Source: an optimization exercise on an open RTL-to-GDS flow (aim: small area). Production flows keep margins and buffers that such runs may drop.
In this exercise RTL edits were held to simulation tests only and were not proved equivalent to the original.
Power and IR drop assume default switching activity.

Design fpga_debug_top, start of the top module:
module fpga_debug_top (
    input  logic clk,
    input  logic i_uart_rx_pin,
    output logic o_uart_tx_pin,
    input  logic rst_n,
    output logic led
);
clock: 20.0 ns
lec_check: 0
cap_margin: 20
core_margin: 2
core_utilization: 60
slew_margin: 20
standard.sh (not shown) runs the stock make flow with config.mk's settings and CLKGATE_MAP_FILE= SYNTH_SCRIPT=/design/flow/synth_recipe.tcl, a recipe that flattens the netlist after the stock synthesis.
==> flow/flow/run.sh <==
#!/bin/bash
set -euo pipefail
export CTS_ARGS="-sink_clustering_enable -repair_clock_nets -dont_use_dummy_load -buf_list sky130_fd_sc_hd__buf_6 -sink_clustering_size 18 -sink_clustering_max_diameter 50"
bash standard.sh > standard_flow.log 2>&1
The baseline ran to the end with no violations.
Change:
Settings changed: CORE_UTILIZATION 60 to 70.
Die area drops by about a fifth.
Worst hold slack got worse by 0.0053 ns.
Cell area drops slightly.
Clock power barely changes.
Power shrinks slightly.
Change:
==> flow/flow/run.sh (replaced) <==
#!/bin/bash
set -euo pipefail
platform_dir="$FLOW_HOME/platforms/$FLOW_PLATFORM"
results="orfs/results/$FLOW_PLATFORM/fpga_debug_top/base"

export CTS_ARGS="-sink_clustering_enable -dont_use_dummy_load -buf_list sky130_fd_sc_hd__inv_6 -sink_clustering_size 20 -sink_clustering_max_diameter 50"
bash standard.sh > standard_flow.log 2>&1

if ! ODB="$results/6_final.odb" PLATFORM_DIR="$platform_dir" \
    openroad -no_init -exit flow/clock_parity.tcl > clock_parity.log 2>&1 ||
  ! grep -q "^ODD_PARITY 0$" clock_parity.log; then
  rm -rf orfs out/final.def
  export CTS_ARGS="-sink_clustering_enable -repair_clock_nets -dont_use_dummy_load -buf_list sky130_fd_sc_hd__buf_6 -sink_clustering_size 18 -sink_clustering_max_diameter 50"
  bash standard.sh > standard_flow_buffer_tree.log 2>&1
fi
==> flow/flow/clock_parity.tcl (new file) <==
# Counts, for every flip-flop, the inverters between its clock pin and the
# clock port, and prints how many flip-flops see an odd number of them.
# Environment: ODB (the layout), PLATFORM_DIR.
read_lef $::env(PLATFORM_DIR)/lef/sky130_fd_sc_hd.tlef
read_lef $::env(PLATFORM_DIR)/lef/sky130_fd_sc_hd_merged.lef
read_db $::env(ODB)
set block [ord::get_db_block]
set odd 0
set total 0
foreach inst [$block getInsts] {
  set master [[$inst getMaster] getName]
  if {![string match "*__df*" $master] && ![string match "*__edf*" $master]} { continue }
  set net [[$inst findITerm CLK] getNet]
  incr total
  set inverters 0
  for {set depth 0} {$depth < 64} {incr depth} {
    set driver ""
    foreach iterm [$net getITerms] {
      if {[$iterm isOutputSignal]} { set driver $iterm }
    }
    if {$driver eq ""} { break }
    set cell [$driver getInst]
    if {[string match "*inv*" [[$cell getMaster] getName]]} { incr inverters }
    set net [[$cell findITerm A] getNet]
  }
  if {$depth >= 64 || $inverters % 2} { incr odd }
}
puts "FLOPS $total"
if {$total == 0} { incr odd }
puts "ODD_PARITY $odd"
Settings changed: CORE_UTILIZATION 70 to 60.
Result:
- The new run completed without violations
- cell area fell by 0.34%
- die area rose by 16%
- total power fell by 2.5%
Change:
==> flow/flow/run.sh (replaced) <==
#!/bin/bash
set -euo pipefail
export CTS_ARGS="-sink_clustering_enable -repair_clock_nets -dont_use_dummy_load -buf_list sky130_fd_sc_hd__buf_6 -sink_clustering_size 20 -sink_clustering_max_diameter 50"
bash standard.sh > standard_flow.log 2>&1
removed: flow/flow/clock_parity.tcl
Effect: Synthesized cell count stays the same. Flip-flop and latch count does not change. Global-route usage rises by 0.16 points. Utilization rises by 0.37 points. Cell area rises by 0.58%. Synthesized area stays the same.
Change:
==> flow/flow/run.sh (replaced) <==
#!/bin/bash
set -euo pipefail
export CTS_ARGS="-sink_clustering_enable -repair_clock_nets -dont_use_dummy_load -buf_list sky130_fd_sc_hd__buf_6 -sink_clustering_size 18 -sink_clustering_max_diameter 50"
bash standard.sh > standard_flow.log 2>&1
Settings changed: CORE_UTILIZATION 60 to 50.
The new run passed the timing, design-rule and antenna checks.
Worst setup slack improved by 0.019 ns.
Synthesized area does not change.
Final area grows slightly.
Via count grows slightly.
Change:
==> flow/flow/run.sh (replaced) <==
#!/bin/bash
set -euo pipefail
export CTS_ARGS="-sink_clustering_enable -dont_use_dummy_load -buf_list sky130_fd_sc_hd__inv_8 -sink_clustering_size 24 -sink_clustering_max_diameter 50"
bash standard.sh > standard_flow.log 2>&1
Settings changed: CORE_UTILIZATION 50 to 60.
Result: Area after synthesis does not change. Flip-flop and latch count is unchanged. Setup slack gains 0.30 ns. Cell area drops slightly. Hold slack gains 0.089 ns. First-iteration DRC count decreases by about a fifth. Routed wire length goes down by a few percent. Total power drops slightly. Sequential power stays flat. Utilization is higher by 10 points. Register-to-register slack improved by 0.02 ns.

[afterwards: timing with drivers on the ports]
The results above use ideal ports. As a check the final layouts listed here were re-extracted and re-timed, cells and wires unchanged. Step 1 (the two cells are an assumption about what drives the block):
set clk [get_ports {clk}]
set_driving_cell -lib_cell sky130_fd_sc_hd__clkbuf_16 $clk
set_driving_cell -lib_cell sky130_fd_sc_hd__buf_2 [delete_from_list [all_inputs] $clk]
Step 2 times the ports against the registers' clock, not the clock port: input delays grow and output delays shrink by t, the midpoint of the rising clock arrivals with the driver on. a / b / c = no drivers / after step 1 / after step 2; a / b = the first two.
run	t, ns	slack for setup (ns)	worst setup path at the end
the first run	0.799	14.164 / 14.102 / 14.901	register to output
the second run	0.784	14.202 / 14.141 / 14.926	register to output
the third run	0.542	14.453 / 14.384 / 14.926	register to output
the fourth run	0.802	14.192 / 14.130 / 14.932	register to output
the fifth run	0.792	14.211 / 14.153 / 14.946	register to output
the sixth run	0.509	14.511 / 14.437 / 14.946	register to output
After both steps setup and hold are still met in every run listed.
